Context: an optimization exercise on an open-source flow, tuned for small area, a short achievable clock period and few clock cycles per item. The choices shown serve that exercise and are no tape-out recipe.
The RTL was checked by simulation tests, not by an equivalence proof against the original design.

Setup of P:
// huffman
module huffman(clk, reset, gray_valid, gray_data, CNT_valid, CNT1, CNT2, CNT3, CNT4, CNT5, CNT6,
               code_valid, HC1, HC2, HC3, HC4, HC5, HC6, M1, M2, M3, M4, M5, M6);
==> flow/config.mk <==
export PLATFORM = sky130hd
export DESIGN_NAME = huffman
export DESIGN_NICKNAME = huffman
export VERILOG_FILES = /design/flow/design.v
export SDC_FILE = /design/flow/constraint.sdc
export NUM_CORES = 4
export LEC_CHECK = 0
export CAP_MARGIN = 20
export CORE_MARGIN = 2
export CORE_UTILIZATION = 40
export SETUP_SLACK_MARGIN = 1.2
export SLEW_MARGIN = 20
==> flow/constraint.sdc <==
create_clock -name core_clock -period 4.0 [get_ports {clk}]
set_input_delay 0.8000 -clock core_clock [delete_from_list [all_inputs] [get_ports {clk}]]
set_output_delay 0.8000 -clock core_clock [all_outputs]
set_load 0.01 [all_outputs]
run.sh (not shown) runs the stock make flow with config.mk's settings and CLKGATE_MAP_FILE= SYNTH_SCRIPT=/design/flow/synth_recipe.tcl, a recipe that flattens the netlist after the stock synthesis.
P completed every stage of the flow, and the final layout passed the timing, DRC and antenna checks.
Testbench counts of P, summed over its fixed seeds: cycles 22,080, images 192.
diff inputs: P => S
- SETUP_SLACK_MARGIN no longer set, was 1.2
## What came out
Looking at logic depth of the worst path, buffers included across P and S, the one that comes out lower is P. w[5][6] as the end point of the critical path was reported by S, and w[3][1] by P. Between P and S, area used by multi-input combinational logic decreased. Diff P and S: number of fillers in the final layout lower in P. S: area growth from synthesis to layout is 6.6 points lower than what P reported. In the flow results for P and S, the longest individual stage delay on the worst path is larger on S. P and S ended up with nearly the same number of instances in the placed design. Compared to P, S has minimum clock period 0.66 ns higher.

Setup of v2:
The RTL this note starts from:
==> flow/design.v <==
module huffman(clk, reset, gray_valid, gray_data, CNT_valid, CNT1, CNT2, CNT3, CNT4, CNT5, CNT6,
               code_valid, HC1, HC2, HC3, HC4, HC5, HC6, M1, M2, M3, M4, M5, M6);
input clk;
input reset;
input gray_valid;
input [7:0] gray_data;
output CNT_valid;
output [7:0] CNT1, CNT2, CNT3, CNT4, CNT5, CNT6;
output reg code_valid;
output [7:0] HC1, HC2, HC3, HC4, HC5, HC6;
output [7:0] M1, M2, M3, M4, M5, M6;
reg        gv1;          
reg        run;          
reg  [3:0] tc;           
reg  [7:0] w [0:5];      
reg  [5:0] m [0:5];      
reg  [4:0] r [1:6];      
assign CNT1 = w[5]; assign CNT2 = w[0]; assign CNT3 = w[1];
assign CNT4 = w[2]; assign CNT5 = w[3]; assign CNT6 = w[4];
assign CNT_valid = gv1 & ~gray_valid;
wire go      = run | CNT_valid;
wire step    = go & (~tc[3] | (tc[2:0] < 3'd5));    
wire combine = (tc > 4'd4) & tc[0] & (tc != 4'd13);
wire [4:0] uns;
assign uns[0] = tc < 4'd4;
assign uns[1] = tc < 4'd3;
assign uns[2] = tc < 4'd2;
assign uns[3] = tc < 4'd1;
assign uns[4] = 1'b0;
function lt8(input [7:0] a, input [7:0] b);   
  reg [7:0] l, g;
  reg [3:0] l1, g1;
  reg [1:0] l2, g2;
  integer j;
  begin
    l = ~a & b;
    g = a & ~b;
    for (j = 0; j < 4; j = j + 1) begin
      l1[j] = l[2*j+1] | ~g[2*j+1] & l[2*j];
      g1[j] = g[2*j+1] | ~l[2*j+1] & g[2*j];
    end
    for (j = 0; j < 2; j = j + 1) begin
      l2[j] = l1[2*j+1] | ~g1[2*j+1] & l1[2*j];
      g2[j] = g1[2*j+1] | ~l1[2*j+1] & g1[2*j];
    end
    lt8 = l2[1] | ~g2[1] & l2[0];
  end
endfunction
wire [5:1] lt;
genvar gi;
generate for (gi = 1; gi < 6; gi = gi + 1) begin : g_lt
  assign lt[gi] = lt8(w[gi], w[0]);
end endgenerate
wire [4:0] c = uns | lt;
wire [7:0] sum = w[0] + w[1];
reg  [7:0] wsel;
always @* begin
  case (gray_data[2:0])
    3'd1: wsel = w[5];
    3'd2: wsel = w[0];
    3'd3: wsel = w[1];
    3'd4: wsel = w[2];
    3'd5: wsel = w[3];
    default: wsel = w[4];
  endcase
end
wire [7:0] winc = wsel + 8'd1;
always @(posedge clk or posedge reset) begin
  if (reset) begin
    gv1 <= 1'b0; code_valid <= 1'b0;
    run <= 1'b0; tc <= 4'd0;
  end else begin
    gv1 <= gray_valid;
    if (CNT_valid) run <= 1'b1;
    if (step) tc <= tc + 4'd1;
    code_valid <= step & (tc == 4'd12);
  end
end
integer i;
always @(posedge clk) begin
  if (reset) begin
    for (i = 0; i < 6; i = i + 1) w[i] <= 8'd0;
  end else if (step) begin
    if (combine) begin
      w[0] <= sum;
      for (i = 1; i < 5; i = i + 1) w[i] <= w[i+1];
      w[5] <= 8'hff;
    end else begin
      for (i = 0; i < 5; i = i + 1)
        if (c[i]) w[i] <= w[i+1];
        else if (i == 0 || c[i-1]) w[i] <= w[0];
      if (c[4]) w[5] <= w[0];
    end
  end else if (gray_valid & ~run) begin
    for (i = 0; i < 5; i = i + 1)
      if (gray_data[2:0] == i + 2) w[i] <= winc;
    if (gray_data[2:0] == 3'd1) w[5] <= winc;
  end
end
always @* m[5] = ~(m[0] | m[1] | m[2] | m[3] | m[4]);
always @(posedge clk) begin
  if (reset) begin
    m[0] <= 6'b000010; m[1] <= 6'b000100; m[2] <= 6'b001000;
    m[3] <= 6'b010000; m[4] <= 6'b100000;
  end else if (step) begin
    if (combine) begin
      m[0] <= m[0] | m[1];
      for (i = 1; i < 5; i = i + 1) m[i] <= m[i+1];
    end else begin
      for (i = 0; i < 5; i = i + 1)
        if (c[i]) m[i] <= m[i+1];
        else if (i == 0 || c[i-1]) m[i] <= m[0];
    end
  end
end
function [4:0] lead(input [4:0] v);    
  lead = {v[4], v[3] & ~v[4], v[2] & ~|v[4:3], v[1] & ~|v[4:2], v[0] & ~|v[4:1]};
endfunction
function [4:0] add_bit(input [4:0] v, input b);   
  reg [4:0] l;
  begin
    l = lead(v);
    add_bit = (v & ~l) | (l & {5{b}}) | {l[3:0], 1'b0};
  end
endfunction
genvar k;
generate for (k = 1; k <= 6; k = k + 1) begin : g_lvl
  wire a = m[0][k-1];
  wire b = m[1][k-1];
  always @(posedge clk) begin
    if (reset) r[k] <= 5'b00001;
    else if (step & combine & (a | b)) r[k] <= add_bit(r[k], a);
  end
end endgenerate
function [7:0] mask_of(input [4:0] v);
  mask_of = {3'b000, |v[4], |v[4:3], |v[4:2], |v[4:1], 1'b1};   
endfunction
function [7:0] code_of(input [4:0] v, input b);
  code_of = {3'b000, v & ({1'b0, |v[4], |v[4:3], |v[4:2], |v[4:1]} | {5{b}})};
endfunction
assign M1 = mask_of(r[1]); assign HC1 = code_of(r[1], m[0][0]);
assign M2 = mask_of(r[2]); assign HC2 = code_of(r[2], m[0][1]);
assign M3 = mask_of(r[3]); assign HC3 = code_of(r[3], m[0][2]);
assign M4 = mask_of(r[4]); assign HC4 = code_of(r[4], m[0][3]);
assign M5 = mask_of(r[5]); assign HC5 = code_of(r[5], m[0][4]);
assign M6 = mask_of(r[6]); assign HC6 = code_of(r[6], m[0][5]);
endmodule
export LEC_CHECK = 0
export ABC_AREA = 1
export CAP_MARGIN = 20
export CORE_MARGIN = 2
export CORE_UTILIZATION = 40
export CTS_BUF_LIST = sky130_fd_sc_hd__clkbuf_8
export SETUP_SLACK_MARGIN = 1.45
export SLEW_MARGIN = 20
create_clock -name core_clock -period 4.0 [get_ports {clk}]
standard.sh (not shown) runs the stock make flow with config.mk's settings and CLKGATE_MAP_FILE= SYNTH_SCRIPT=/design/flow/synth_recipe.tcl, a recipe that flattens the netlist after the stock synthesis.
==> flow/flow/run.sh <==
#!/bin/bash
# The standard layout (the standard.sh, which runs ORFS with the standard
# synthesis), except that the port buffers are the platform's smallest
# buffer instead of the delay cell buffer_ports picks by default. Every port
# still gets its own buffer. make's full output goes to standard.log here;
# ORFS keeps each step's log under orfs/logs.
set -euo pipefail
bash standard.sh "BUFFER_PORTS_ARGS=-buffer_cell sky130_fd_sc_hd__buf_1" finish > standard.log 2>&1
v2 closes out successfully: all stages finished, all timing, DRC and antenna checks passed.
Testbench counts of v2, summed over its fixed seeds: cycles 21,888, images 192.
Changes in v24 relative to v2:
Settings: removing ABC_AREA (formerly 1); changing CORE_UTILIZATION from 40 to 50; changing SETUP_SLACK_MARGIN from 1.45 to 1.5.
==> run notes <==
- Per the comparison of v24 with v2, initial DRC count saw little to no change; largest fanout on the critical path saw a decrease; post-route worst hold slack saw an increase.
- Starting density of the core for v24 is higher than for v2.
- Main combinational cell family by area after synthesis: simple AND/OR/NAND/NOR gates -> v2, compound AO/OA/AOI/OAI gates -> v24
- On share of cell area taken by flip-flops and latches: v24 sits below v2.
## Diff of input files: v15 against v24
Settings: swapping 50 for 40 in CORE_UTILIZATION; putting ABC_AREA at 1 where nothing was set.
--- outcome ---
Delta (v15 minus v24): detailed-route wire length on metal 1 went down by 1300 µm; final critical path time including I/O delays and setup went down 0.42 ns; share of the core filled with cells in the final layout went down. v15 finished every step from synthesis to the final layout, and the layout passed the timing, DRC and antenna checks. Dominant combinational cell family by area after synthesis: compound AO/OA/AOI/OAI gates -> v24, simple AND/OR/NAND/NOR gates -> v15.
Inputs modified between v15 and v29:
Settings: a change of CORE_UTILIZATION from 40 to 45; a change of SETUP_SLACK_MARGIN from 1.5 to 1.55.
Findings:
- Delta(number of resized instances in the post-cts repair step, v29 - v15) > 0
- On total wire length, v29 and v15 are basically level.
- The final reports for v29 and v15 show synthesis-to-layout area growth higher in the former.
- Utilization after layout, v29 and v15: higher on v29
- Total number of nets in the final design: v29 vs v15, no meaningful difference
- Comparing v29 and v15, the lower met3 layer wire length in the routed design was measured on v29.
Edits applied to the flow inputs when going from v29 to v58:
Settings: a change of CORE_UTILIZATION from 45 to 40; a change of SETUP_SLACK_MARGIN from 1.55 to 1.6.
v58 — slew at the pin closest to its max-slew limit 0.022 ns higher, v29 as reference. Pin count of the biggest net entering global routing: v58 < v29. Number of cell instances on the worst register-to-register path came out higher on v58 than on v29. Floorplan check, v58 vs v29: die outline larger in v58.
diff inputs: v58 => v20
Settings: a change of SETUP_SLACK_MARGIN from 1.6 to 1.5; a change of CORE_UTILIZATION from 40 to 55.
### Flow results
[compare] base=v58 new=v20: setup slack went down by 0.082 ns; total core area went down by 5200 µm²; area after synthesis was more or less identical. Against v58, the final cell area of v20 is lower. v20 vs. v58: non-filler instance count after layout went down by 89. Share of the final layout cell area in sequential cells is lower on v58.

## the baseline
Starts from the design.v that is shown in full above.
Settings: LEC_CHECK=0, ABC_AREA=1, CAP_MARGIN=20, CORE_MARGIN=2, CORE_UTILIZATION=50, CTS_BUF_LIST=sky130_fd_sc_hd__clkbuf_8, SETUP_SLACK_MARGIN=1.5, SLEW_MARGIN=20, TNS_END_PERCENT=5; clock period 4.0 ns.
Scripts as last shown in full above: flow/flow/run.sh
The flow did not stop early for the baseline: all stages ran, and the layout cleared the timing, DRC and antenna checks.
Testbench counts of the baseline, summed over its fixed seeds: cycles 21,888, images 192.
What the candidate does differently from the baseline at the input level:
Settings: clearing TNS_END_PERCENT, which used to be 5.
Notes after the runs:
Number of global-route vias before repair of the candidate exceeds that of the baseline slightly. The candidate — number of non-clock buffers in the layout 4 higher, the baseline as reference. The setup slack of the candidate is larger than that of the baseline. Delta (the candidate minus the baseline): global-route track usage on met1 held, clock skew held.

north:
huffman, a different RTL version from the one above (not shown whole).
Size: ~1100 cells after synthesis, roughly 160 I/O pins.
## huffman
module huffman(clk, reset, gray_valid, gray_data, CNT_valid, CNT1, CNT2, CNT3, CNT4, CNT5, CNT6,
               code_valid, HC1, HC2, HC3, HC4, HC5, HC6, M1, M2, M3, M4, M5, M6);
export LEC_CHECK = 0
export CAP_MARGIN = 20
export CORE_MARGIN = 2
export CORE_UTILIZATION = 40
export SETUP_SLACK_MARGIN = 1.6
export SLEW_MARGIN = 20
export TNS_END_PERCENT = 5
create_clock -name core_clock -period 4.0 [get_ports {clk}]
run.sh (not shown) runs the stock make flow with config.mk's settings and CLKGATE_MAP_FILE= SYNTH_SCRIPT=/design/flow/synth_recipe.tcl, a recipe that flattens the netlist after the stock synthesis.
Stock flow here: none of the scripts above is used.
Testbench counts of north, summed over its fixed seeds: cycles 22,080, images 192.
Edits applied to the flow inputs when going from north to south:
- clearing TNS_END_PERCENT, which used to be 5
- putting ABC_AREA at 1 where nothing was set
- swapping 1.6 for 1.8 in SETUP_SLACK_MARGIN
Results
Every stage of the flow completed for south, and the final layout passed the timing, DRC and antenna checks. Launching instance or port of the critical path = w[0][7]: south; launching instance or port of the critical path = r[4][4]: north. Re non-clock buffer count: south is 35 down on north. Comparing south and north, the higher sequential share of cell area is on north. As far as first-iteration DRC count is concerned, south and north perform about the same. south vs. north: met3 track utilization from global routing went down by 0.68 points. Maximum clock skew at final layout: south < north. Going from north to south, fraction of cell area in non-clock buffers down 2.0 points. north fits on a die that is smaller than the die of south.
diff inputs: south => east
- setting TNS_END_PERCENT to 5 for the first time
- removing ABC_AREA (formerly 1)
- changing SETUP_SLACK_MARGIN from 1.8 to 1.4
==> comparison <==
[east] post-layout instance count excluding filler cells fell 282 relative to south. east ended with more transition time at the pin with the least slew margin than south. Per the comparison of east with south, maximum clock frequency shrank by 62 MHz; wire length per cell after detailed routing grew by 1.5 um. Compared east vs south, and number of gates on the worst path with buffers counted is down in east. When the final numbers for east and south were put side by side, the clock network area share turned out to be greater in east. Number of global-route vias before repair in east vs south: down about 7%. south ended up with register to register as its kind of critical path; east ended up with register to output port. First-pass detailed-route iteration total delta for east relative to south: 2 lower. Between east and south, final standard cell area without fillers is lower for east, south comes in above that. Post-route clock period utilization | east above south.
Changes in west relative to east:
- TNS_END_PERCENT: 5 -> unset
- SETUP_SLACK_MARGIN: 1.4 -> 1.25
Findings:
Worst slew margin relative to its limit: west < east
Relative area of non-clock buffer cells in the final design (higher): east
Relative to east, layout net count decreased by 50 in west.
On highest clock rate: west sits below east.
When west is measured against east, its post-CTS setup-driven buffer insertion count turns out 51 lower.

-- what the ideal ports hide --
Ports are ideal in the flow. The routed layouts listed here were re-timed in OpenROAD. Step 1, drivers: a clkbuf_16 drives clk and a buf_2 each remaining input, both assumed. Step 2 also shifts input and output timing later by t, the mid clock arrival at the registers, as if the neighbouring blocks saw the same clock. Slacks: no drivers / after step 1 / after step 2; pairs: no drivers / after step 1.
run	t, ns	setup slack, ns	slew at the worst register clock pin (ns)	pins driven straight from the clock port
P	0.474	1.252 / 1.240 / 1.252	0.06 / 0.06	1
S	0.476	0.591 / 0.591 / 0.591	0.07 / 0.07	1
v2	0.496	1.497 / 1.497 / 1.110	0.08 / 0.08	1
v24	0.486	1.197 / 1.191 / 0.705	0.08 / 0.08	1
v15	0.502	1.621 / 1.626 / 1.124	0.09 / 0.09	1
v29	0.483	1.655 / 1.651 / 1.186	0.08 / 0.08	1
v58	0.494	1.651 / 1.612 / 1.158	0.08 / 0.08	1
v20	0.489	1.569 / 1.569 / 1.172	0.09 / 0.09	1
the baseline	0.482	1.531 / 1.531 / 1.151	0.08 / 0.08	1
the candidate	0.486	1.624 / 1.594 / 1.195	0.07 / 0.07	1
north	0.469	1.349 / 1.332 / 1.036	0.06 / 0.06	1
south	0.475	1.702 / 1.672 / 1.344	0.06 / 0.06	1
east	0.465	1.322 / 1.276 / 0.877	0.06 / 0.06	1
west	0.464	1.225 / 1.179 / 1.029	0.06 / 0.06	1
After both steps setup and hold are still met in every run listed. The setup slack of v15, which loses most, moves by +0.005 ns with the drivers and by -0.497 ns with both steps.
